Context: an optimization exercise on an open-source flow, tuned for small area. The choices shown serve that exercise and are no tape-out recipe.
In this exercise RTL edits were held to simulation tests only and were not proved equivalent to the original.
Power and IR drop assume default switching activity.

## mvm_uart_system
module mvm_uart_system #(
  parameter CLOCKS_PER_PULSE = 16,  
            BITS_PER_WORD    = 8,
            PACKET_SIZE_TX   = BITS_PER_WORD + 5,
            W_Y_OUT          = 32,
            R=8, C=8, W_X=8, W_K=8
)(
  input  clk, rstn, rx,
  output tx
);
clock: 10.0 ns
lec_check: 0
cap_margin: 20
core_margin: 2
core_utilization: 60
cts_buf_list: sky130_fd_sc_hd__clkbuf_8
cts_cluster_diameter: 100
cts_cluster_size: 25
slew_margin: 20
run.sh (not shown) runs the stock make flow with config.mk's settings and CLKGATE_MAP_FILE= SYNTH_SCRIPT=/design/flow/synth_recipe.tcl, a recipe that flattens the netlist after the stock synthesis.
Edit:
==> flow/flow/run.sh (new file) <==
#!/bin/bash
# Standard layout, with adders left to ABC and a lighter clock tree.
set -euo pipefail
bash standard.sh ADDER_MAP_FILE= \
  "CTS_ARGS=-sink_clustering_enable -repair_clock_nets -dont_use_dummy_load -buf_list sky130_fd_sc_hd__clkbuf_8" \
  finish > standard.log 2>&1
==> flow/standard.sh (new file) <==
#!/bin/bash
# synth_recipe.tcl (not shown) runs the flow's synth.tcl, then flattens the netlist and writes it again
# the make line also repeats each setting of config.mk as NAME=value (left out here)
make -C /OpenROAD-flow-scripts/flow DESIGN_CONFIG=/design/flow/config.mk WORK_HOME=/design/flow/orfs CLKGATE_MAP_FILE= SYNTH_SCRIPT=/design/flow/synth_recipe.tcl "${@:-finish}"
Settings changed: CTS_BUF_LIST sky130_fd_sc_hd__clkbuf_8 to default, CTS_CLUSTER_DIAMETER 100 to default, CTS_CLUSTER_SIZE 25 to default.
removed: flow/run.sh
Result: The new run finished with timing, DRC and antenna clean; clock skew climbs by 13 ps; synthesized cell count climbs by 4.1%; wire length climbs by 0.65%; die area drops by 2.5%; setup slack gets better by 560 ps; global-route usage is about the same; power drops by 21%; design area drops by 6.0%; maximum frequency climbs by 16%.
Edit:
==> flow/run.sh (new file) <==
#!/bin/bash
# synth_recipe.tcl (not shown) runs the flow's synth.tcl, then flattens the netlist and writes it again
# the make line also repeats each setting of config.mk as NAME=value (left out here)
make -C /OpenROAD-flow-scripts/flow DESIGN_CONFIG=/design/flow/config.mk WORK_HOME=/design/flow/orfs CLKGATE_MAP_FILE= SYNTH_SCRIPT=/design/flow/synth_recipe.tcl finish
Settings changed: ABC_AREA from default to 1, CORE_UTILIZATION 60 to 40.
removed: flow/flow/run.sh
removed: flow/standard.sh
After rerunning: Die area is higher by 52%; power is higher by about 35%; non-clock buffer count is unchanged; routed wire length increases by 7.8%; setup slack gets worse by 130 ps.
Edit:
==> flow/flow/run.sh (new file) <==
#!/bin/bash
# Standard layout, with adders left to ABC and a lighter clock tree.
set -euo pipefail
bash standard.sh ADDER_MAP_FILE= \
  "CTS_ARGS=-sink_clustering_enable -repair_clock_nets -dont_use_dummy_load -buf_list sky130_fd_sc_hd__clkbuf_4 -root_buf sky130_fd_sc_hd__clkbuf_8 -sink_clustering_size 12 -sink_clustering_max_diameter 60" \
  finish > standard.log 2>&1
==> flow/standard.sh (new file) <==
#!/bin/bash
# synth_recipe.tcl (not shown) runs the flow's synth.tcl, then flattens the netlist and writes it again
# the make line also repeats each setting of config.mk as NAME=value (left out here)
make -C /OpenROAD-flow-scripts/flow DESIGN_CONFIG=/design/flow/config.mk WORK_HOME=/design/flow/orfs CLKGATE_MAP_FILE= SYNTH_SCRIPT=/design/flow/synth_recipe.tcl "${@:-finish}"
Settings changed: ABC_AREA 1 to default, CORE_UTILIZATION 40 to 60.
removed: flow/run.sh
=>
- non-clock buffer count stays the same
- clock skew is higher by 28 ps
- routed wire length is lower by 8.3%
- die area is lower by 34%
- sequential share of layout area is higher by 8.6 points
- first-iteration DRC count is higher by 100%
- synthesized area is lower by 2.9%
- utilization is higher by 16 points
- global-route usage is higher by 4.6 points
- total power is lower by 32%
- final area is lower by 13%
Edit:
==> flow/flow/run.sh (replaced) <==
#!/bin/bash
# Standard layout, with adders left to ABC and a lighter clock tree.
set -euo pipefail
bash standard.sh ADDER_MAP_FILE= \
  "CTS_ARGS=-sink_clustering_enable -repair_clock_nets -dont_use_dummy_load -buf_list {sky130_fd_sc_hd__clkbuf_4 sky130_fd_sc_hd__clkbuf_8}" \
  finish > standard.log 2>&1
Effect: Hold slack gets better by 7.2 ps; setup slack got worse by 22 ps; clock-buffer cell count stays the same; via count decreases by 0.72%; design area climbs by 2.2%; synthesized cell count is unchanged; die area does not change; power is higher by 9.9%; sequential share of layout area shrinks by 1.4 points; area after synthesis does not change; utilization is higher by 1.4 points.

[separate check: timing with driven ports]
The results above use ideal ports. As a check the final layouts listed here were re-extracted and re-timed, cells and wires unchanged. Step 1 (the two cells are an assumption about what drives the block):
set clk [get_ports {clk}]
set_driving_cell -lib_cell sky130_fd_sc_hd__clkbuf_16 $clk
set_driving_cell -lib_cell sky130_fd_sc_hd__buf_2 [delete_from_list [all_inputs] $clk]
Step 2 also shifts input and output timing later by t, the mid clock arrival at the registers, as if the neighbouring blocks saw the same clock. a / b / c = no drivers / after step 1 / after step 2; a / b = the first two.
run | t (ns) | setup WS [ns] | worst slew at a driven data input, ns
the first run | 0.452 | 5.993 / 5.993 / 5.993 | 0.03
the second run | 0.432 | 6.549 / 6.522 / 6.849 | 0.03
the third run | 0.448 | 6.423 / 6.423 / 6.423 | 0.03
the fourth run | 0.408 | 6.572 / 6.544 / 6.841 | 0.03
the fifth run | 0.432 | 6.549 / 6.522 / 6.849 | 0.03
After both steps setup and hold are still met in every run listed.
